This design comes from an exercise in tuning for small area on the open sky130 flow, not from production work. In this exercise RTL edits were held to simulation tests only and were not proved equivalent to the original. No driver is modelled on the clock port, so clocking that relies on it looks cheaper here than on a real chip. Power figures rest on the tool's default switching activity, not on a simulated workload.

==> inputs of 11-12 <==
// Projeto_lcd
module Projeto_lcd
(
	clk,	reset, enter, cima, esquerda, switch1,
	enable, rs, rw,
	data, on
);
clock: 10.0 ns
lec_check: 0
abc_area: 1
cap_margin: 20
core_margin: 2
core_utilization: 40
slew_margin: 20
standard.sh (not shown) runs the stock make flow with config.mk's settings and CLKGATE_MAP_FILE= SYNTH_SCRIPT=/design/flow/synth_recipe.tcl, a recipe that flattens the netlist after the stock synthesis.
==> flow/flow/run.sh <==
#!/bin/bash
# Own layout flow: the standard synthesis, then the combinational logic between the
# standard synthesis's registers re-optimised for area with ABC (registers, their names
# and cell types untouched; the result is checked equivalent with Yosys and the standard
# netlist is kept if the check fails), then the standard ORFS layout steps with smaller
# port buffers and a clock tree without dummy loads.
set -uo pipefail
W=$(pwd)
F=$W/flow
R=$W/orfs/results/sky130hd/Projeto_lcd/base
LIB=$FLOW_HOME/platforms/sky130hd/lib/sky130_fd_sc_hd__tt_025C_1v80.lib
YOSYS=$(command -v yosys || echo $FLOW_HOME/../tools/install/yosys/bin/yosys)

# 1. standard synthesis
bash standard.sh synth > $W/log_1_synth_std.txt 2>&1 || exit 1
cp $R/1_2_yosys.v $W/std_1_2_yosys.v

# 2. re-optimise the combinational logic, with each ABC script in flow/resyn*.abc
KEEP=$(grep -oE 'sky130_fd_sc_hd__(df|edf|sdf|sedf|dl|conb)[a-z0-9_]*' $W/std_1_2_yosys.v | sort -u | tr '\n' ' ')
for S in $F/resyn*.abc; do
  n=$(basename $S .abc)
  cat > $W/$n.ys <<EOY
read_liberty -ignore_miss_func $LIB
read_verilog $W/std_1_2_yosys.v
hierarchy -top Projeto_lcd
setattr -mod -set keep_hierarchy 1 $KEEP
flatten
rename -hide w:*.*
opt -purge
abc -liberty $LIB $(cat $F/dontuse.txt) -script $S
opt_clean -purge
tee -o $W/$n.area.txt stat -liberty $LIB
select Projeto_lcd
write_verilog -noattr -selected $W/$n.v
EOY
  (cd $W && timeout 1200 $YOSYS -l $W/log_2_$n.txt -q $W/$n.ys > /dev/null 2>&1) &
done
wait
# candidates, smallest first
for S in $F/resyn*.abc; do
  n=$(basename $S .abc)
  a=$(grep "Chip area for top" $W/$n.area.txt 2>/dev/null | awk '{print $NF}')
  [[ -n "$a" && -s $W/$n.v ]] && echo "$a $n"
done | sort -g > $W/resyn_candidates.txt
used=none
grep -oE '^\s*sky130_fd_sc_hd__(df|edf|sdf|sedf|dl)[a-z0-9_]* \S+' $W/std_1_2_yosys.v | awk '{print $1,$2}' | sort > $W/regs_std.txt
while read -r a n; do
  cat > $W/equiv_$n.ys <<EOY
read_liberty -ignore_miss_func $LIB
read_verilog $W/std_1_2_yosys.v
rename Projeto_lcd gold
read_verilog $W/$n.v
rename Projeto_lcd gate
hierarchy -check
proc
flatten
async2sync
opt_clean
equiv_make gold gate equiv
hierarchy -top equiv
equiv_simple -seq 2
equiv_induct -seq 2
equiv_status -assert
EOY
  if (cd $W && timeout 1200 $YOSYS -l $W/log_3_equiv_$n.txt -q $W/equiv_$n.ys > /dev/null 2>&1); then
    grep -oE '^\s*sky130_fd_sc_hd__(df|edf|sdf|sedf|dl)[a-z0-9_]* \S+' $W/$n.v | awk '{print $1,$2}' | sort > $W/regs_$n.txt
    if cmp -s $W/regs_std.txt $W/regs_$n.txt; then used=$n; break; fi
  fi
done < $W/resyn_candidates.txt
echo "resynthesis used: $used" > $W/log_resyn_status.txt
if [[ $used != none ]]; then
  cp $W/$used.v $R/1_2_yosys.v
  rm -f $R/1_synth.odb $R/1_synth.sdc
  bash standard.sh synth > $W/log_4_synth_odb.txt 2>&1 || exit 1
fi

# 3. layout
export BUFFER_PORTS_ARGS="-buffer_cell sky130_fd_sc_hd__buf_1"
export CTS_ARGS="-sink_clustering_enable -repair_clock_nets -dont_use_dummy_load"
bash standard.sh > $W/log_5_layout.txt 2>&1 || exit 1
==> flow/flow/resyn1.abc <==
strash; &get -n; &deepsyn -T 60; &put; balance -l; resub -K 6 -l; rewrite -l; resub -K 6 -N 2 -l; refactor -l; resub -K 8 -l; balance -l; resub -K 8 -N 2 -l; rewrite -l; resub -K 10 -l; rewrite -z -l; resub -K 10 -N 2 -l; balance -l; resub -K 12 -l; refactor -z -l; resub -K 12 -N 2 -l; rewrite -z -l; balance -l; dch -f; amap; topo
==> flow/flow/resyn2.abc <==
strash; &get -n; &deepsyn -T 60; &put; dch -f; amap; strash; &get -n; &deepsyn -T 60; &put; dch -f; amap; topo
==> flow/flow/resyn3.abc <==
strash; &get -n; &deepsyn -T 120; &put; balance -l; resub -K 6 -l; rewrite -l; resub -K 6 -N 2 -l; refactor -l; resub -K 8 -l; balance -l; resub -K 8 -N 2 -l; rewrite -l; resub -K 10 -l; rewrite -z -l; resub -K 10 -N 2 -l; balance -l; resub -K 12 -l; refactor -z -l; resub -K 12 -N 2 -l; rewrite -z -l; balance -l; dch -f; amap; topo
Other scripts of this flow, unchanged in this note and not shown: flow/flow/dontuse.txt
==> inputs of 05-21, as changes to 11-12 <==
--- a/flow/flow/run.sh
+++ b/flow/flow/run.sh
@@ -5,3 +5,3 @@
 # netlist is kept if the check fails), then the standard ORFS layout steps with smaller
-# port buffers and a clock tree without dummy loads.
+# port buffers and two clock buffers in place of the clock tree.
 set -uo pipefail
@@ -36,2 +36,4 @@
   (cd $W && timeout 1200 $YOSYS -l $W/log_2_$n.txt -q $W/$n.ys > /dev/null 2>&1) &
+  # at most NUM_CORES at a time
+  while (( $(jobs -rp | wc -l) >= ${NUM_CORES:-4} )); do sleep 1; done
 done
@@ -79,2 +81,4 @@
 export CTS_ARGS="-sink_clustering_enable -repair_clock_nets -dont_use_dummy_load"
+# two clock buffers, each at the centre of the registers it drives (flow/pre_cts.tcl)
+export PRE_CTS_TCL=$F/pre_cts.tcl CLK_NBUF=2 CLK_BUF_CELL=sky130_fd_sc_hd__clkbuf_16
 bash standard.sh > $W/log_5_layout.txt 2>&1 || exit 1
==> flow/flow/pre_cts.tcl (new file) <==
# Clock buffering: split the registers into NBUF groups by position (k-means) and drive
# each group from its own buffer placed at the group's centre.
set nbuf $::env(CLK_NBUF)
set cell $::env(CLK_BUF_CELL)
set block [ord::get_db_block]
set dbu [$block getDbUnitsPerMicron]
set pins {}
foreach it [[$block findNet clk] getITerms] {
  set inst [$it getInst]
  set bb [$inst getBBox]
  lappend pins [list [$inst getName] [$it getMTerm] [expr {([$bb xMin] + [$bb xMax]) / 2.0 / $dbu}] [expr {([$bb yMin] + [$bb yMax]) / 2.0 / $dbu}]]
}
set pins [lsort -real -index 2 $pins]
set n [llength $pins]
# initial centres: evenly spaced along x
set cx {}; set cy {}
for {set k 0} {$k < $nbuf} {incr k} {
  set p [lindex $pins [expr {int(($k + 0.5) * $n / $nbuf)}]]
  lappend cx [lindex $p 2]; lappend cy [lindex $p 3]
}
for {set iter 0} {$iter < 20} {incr iter} {
  set sx [lrepeat $nbuf 0.0]; set sy [lrepeat $nbuf 0.0]; set sn [lrepeat $nbuf 0]
  set asg {}
  foreach p $pins {
    set best 0; set bd 1e18
    for {set k 0} {$k < $nbuf} {incr k} {
      set d [expr {abs([lindex $p 2] - [lindex $cx $k]) + abs([lindex $p 3] - [lindex $cy $k])}]
      if {$d < $bd} { set bd $d; set best $k }
    }
    lappend asg $best
    lset sx $best [expr {[lindex $sx $best] + [lindex $p 2]}]
    lset sy $best [expr {[lindex $sy $best] + [lindex $p 3]}]
    lset sn $best [expr {[lindex $sn $best] + 1}]
  }
  for {set k 0} {$k < $nbuf} {incr k} {
    if {[lindex $sn $k] > 0} {
      lset cx $k [expr {[lindex $sx $k] / [lindex $sn $k]}]
      lset cy $k [expr {[lindex $sy $k] / [lindex $sn $k]}]
    }
  }
}
for {set k 0} {$k < $nbuf} {incr k} {
  set loads {}
  set i 0
  foreach p $pins {
    if {[lindex $asg $i] == $k} { lappend loads [get_pins "[lindex $p 0]/CLK"] }
    incr i
  }
  if {[llength $loads] == 0} continue
  puts "clock buffer $k at [lindex $cx $k] [lindex $cy $k] drives [llength $loads] registers"
  insert_buffer -buffer_cell $cell -net clk -load_pins $loads -buffer_name clkbuf_$k -location [list [lindex $cx $k] [lindex $cy $k]]
}
==> flow/flow/resyn0.abc (new file) <==
strash; &get -n; &deepsyn -T 300 -S 0; &put; balance -l; resub -K 6 -l; rewrite -l; resub -K 6 -N 2 -l; refactor -l; resub -K 8 -l; balance -l; resub -K 8 -N 2 -l; rewrite -l; resub -K 10 -l; rewrite -z -l; resub -K 10 -N 2 -l; balance -l; resub -K 12 -l; refactor -z -l; resub -K 12 -N 2 -l; rewrite -z -l; balance -l; dch -f; amap; topo
==> flow/flow/resyn1.abc (replaced) <==
strash; &get -n; &deepsyn -T 300 -S 1; &put; balance -l; resub -K 6 -l; rewrite -l; resub -K 6 -N 2 -l; refactor -l; resub -K 8 -l; balance -l; resub -K 8 -N 2 -l; rewrite -l; resub -K 10 -l; rewrite -z -l; resub -K 10 -N 2 -l; balance -l; resub -K 12 -l; refactor -z -l; resub -K 12 -N 2 -l; rewrite -z -l; balance -l; dch -f; amap; topo
==> flow/flow/resyn2.abc (replaced) <==
strash; &get -n; &deepsyn -T 300 -S 2; &put; balance -l; resub -K 6 -l; rewrite -l; resub -K 6 -N 2 -l; refactor -l; resub -K 8 -l; balance -l; resub -K 8 -N 2 -l; rewrite -l; resub -K 10 -l; rewrite -z -l; resub -K 10 -N 2 -l; balance -l; resub -K 12 -l; refactor -z -l; resub -K 12 -N 2 -l; rewrite -z -l; balance -l; dch -f; amap; topo
==> flow/flow/resyn3.abc (replaced) <==
strash; &get -n; &deepsyn -T 300 -S 3; &put; balance -l; resub -K 6 -l; rewrite -l; resub -K 6 -N 2 -l; refactor -l; resub -K 8 -l; balance -l; resub -K 8 -N 2 -l; rewrite -l; resub -K 10 -l; rewrite -z -l; resub -K 10 -N 2 -l; balance -l; resub -K 12 -l; refactor -z -l; resub -K 12 -N 2 -l; rewrite -z -l; balance -l; dch -f; amap; topo
==> flow/flow/resyn4.abc (new file) <==
strash; &get -n; &deepsyn -T 300 -S 4; &put; balance -l; resub -K 6 -l; rewrite -l; resub -K 6 -N 2 -l; refactor -l; resub -K 8 -l; balance -l; resub -K 8 -N 2 -l; rewrite -l; resub -K 10 -l; rewrite -z -l; resub -K 10 -N 2 -l; balance -l; resub -K 12 -l; refactor -z -l; resub -K 12 -N 2 -l; rewrite -z -l; balance -l; dch -f; amap; topo
==> flow/flow/resyn5.abc (new file) <==
strash; &get -n; &deepsyn -T 300 -S 5; &put; balance -l; resub -K 6 -l; rewrite -l; resub -K 6 -N 2 -l; refactor -l; resub -K 8 -l; balance -l; resub -K 8 -N 2 -l; rewrite -l; resub -K 10 -l; rewrite -z -l; resub -K 10 -N 2 -l; balance -l; resub -K 12 -l; refactor -z -l; resub -K 12 -N 2 -l; rewrite -z -l; balance -l; dch -f; amap; topo
==> flow/flow/resyn6.abc (new file) <==
strash; &get -n; &deepsyn -T 300 -S 6; &put; balance -l; resub -K 6 -l; rewrite -l; resub -K 6 -N 2 -l; refactor -l; resub -K 8 -l; balance -l; resub -K 8 -N 2 -l; rewrite -l; resub -K 10 -l; rewrite -z -l; resub -K 10 -N 2 -l; balance -l; resub -K 12 -l; refactor -z -l; resub -K 12 -N 2 -l; rewrite -z -l; balance -l; dch -f; amap; topo
==> flow/flow/resyn7.abc (new file) <==
strash; &get -n; &deepsyn -T 300 -S 7; &put; balance -l; resub -K 6 -l; rewrite -l; resub -K 6 -N 2 -l; refactor -l; resub -K 8 -l; balance -l; resub -K 8 -N 2 -l; rewrite -l; resub -K 10 -l; rewrite -z -l; resub -K 10 -N 2 -l; balance -l; resub -K 12 -l; refactor -z -l; resub -K 12 -N 2 -l; rewrite -z -l; balance -l; dch -f; amap; topo
==> comparison table <==
quantity	11-12	05-21
Status	timing/DRC/antenna clean	timing/DRC/antenna clean
Placed Cells incl. Taps	467	461
Vias	3011	2871
Final-layout worst hold slack	0.319 ns	0.332 ns
Clock network fraction of design power	11.0%	9.5%
Leakage power total	1.06 nW	1.06 nW
Final core area utilization	44.6%	43.9%
Sequential share of cell area	38.8%	39.7%
Power consumed by sequential cells	0.345 mW	0.293 mW
Per-cell via count in the routed design	6.38	6.20
Pwr Total	0.963 mW	0.885 mW
Layout fillers	719	712
DRT Wirelength	9.73 mm	8.67 mm
Synthesized netlist net count	377	371
Starting density of the core	41.3%	40.8%
Combinational group share of total power	53.2%	57.4%

port drivers added, routing unchanged:
Ports are ideal in the flow. The routed layouts listed here were re-timed in OpenROAD. Step 1, drivers: a clkbuf_16 drives clk and a buf_2 each remaining input, both assumed. Step 2 also shifts input and output timing later by t, the mid clock arrival at the registers, as if the neighbouring blocks saw the same clock. Three values: ideal, step 1, step 2; two values: the first two.
run | t (ns) | setup WS [ns] | hold WS [ns] | worst setup path at the end | clock arrival spread, ns
11-12 | 0.324 | 2.018 / 1.989 / 2.312 | 0.319 / 0.319 / 0.319 | register to output | 0.026 / 0.025
05-21 | 0.198 | 1.118 / 1.075 / 1.272 | 0.332 / 0.332 / 0.332 | register to output | 0.017 / 0.017
After both steps every run listed still meets setup and hold.
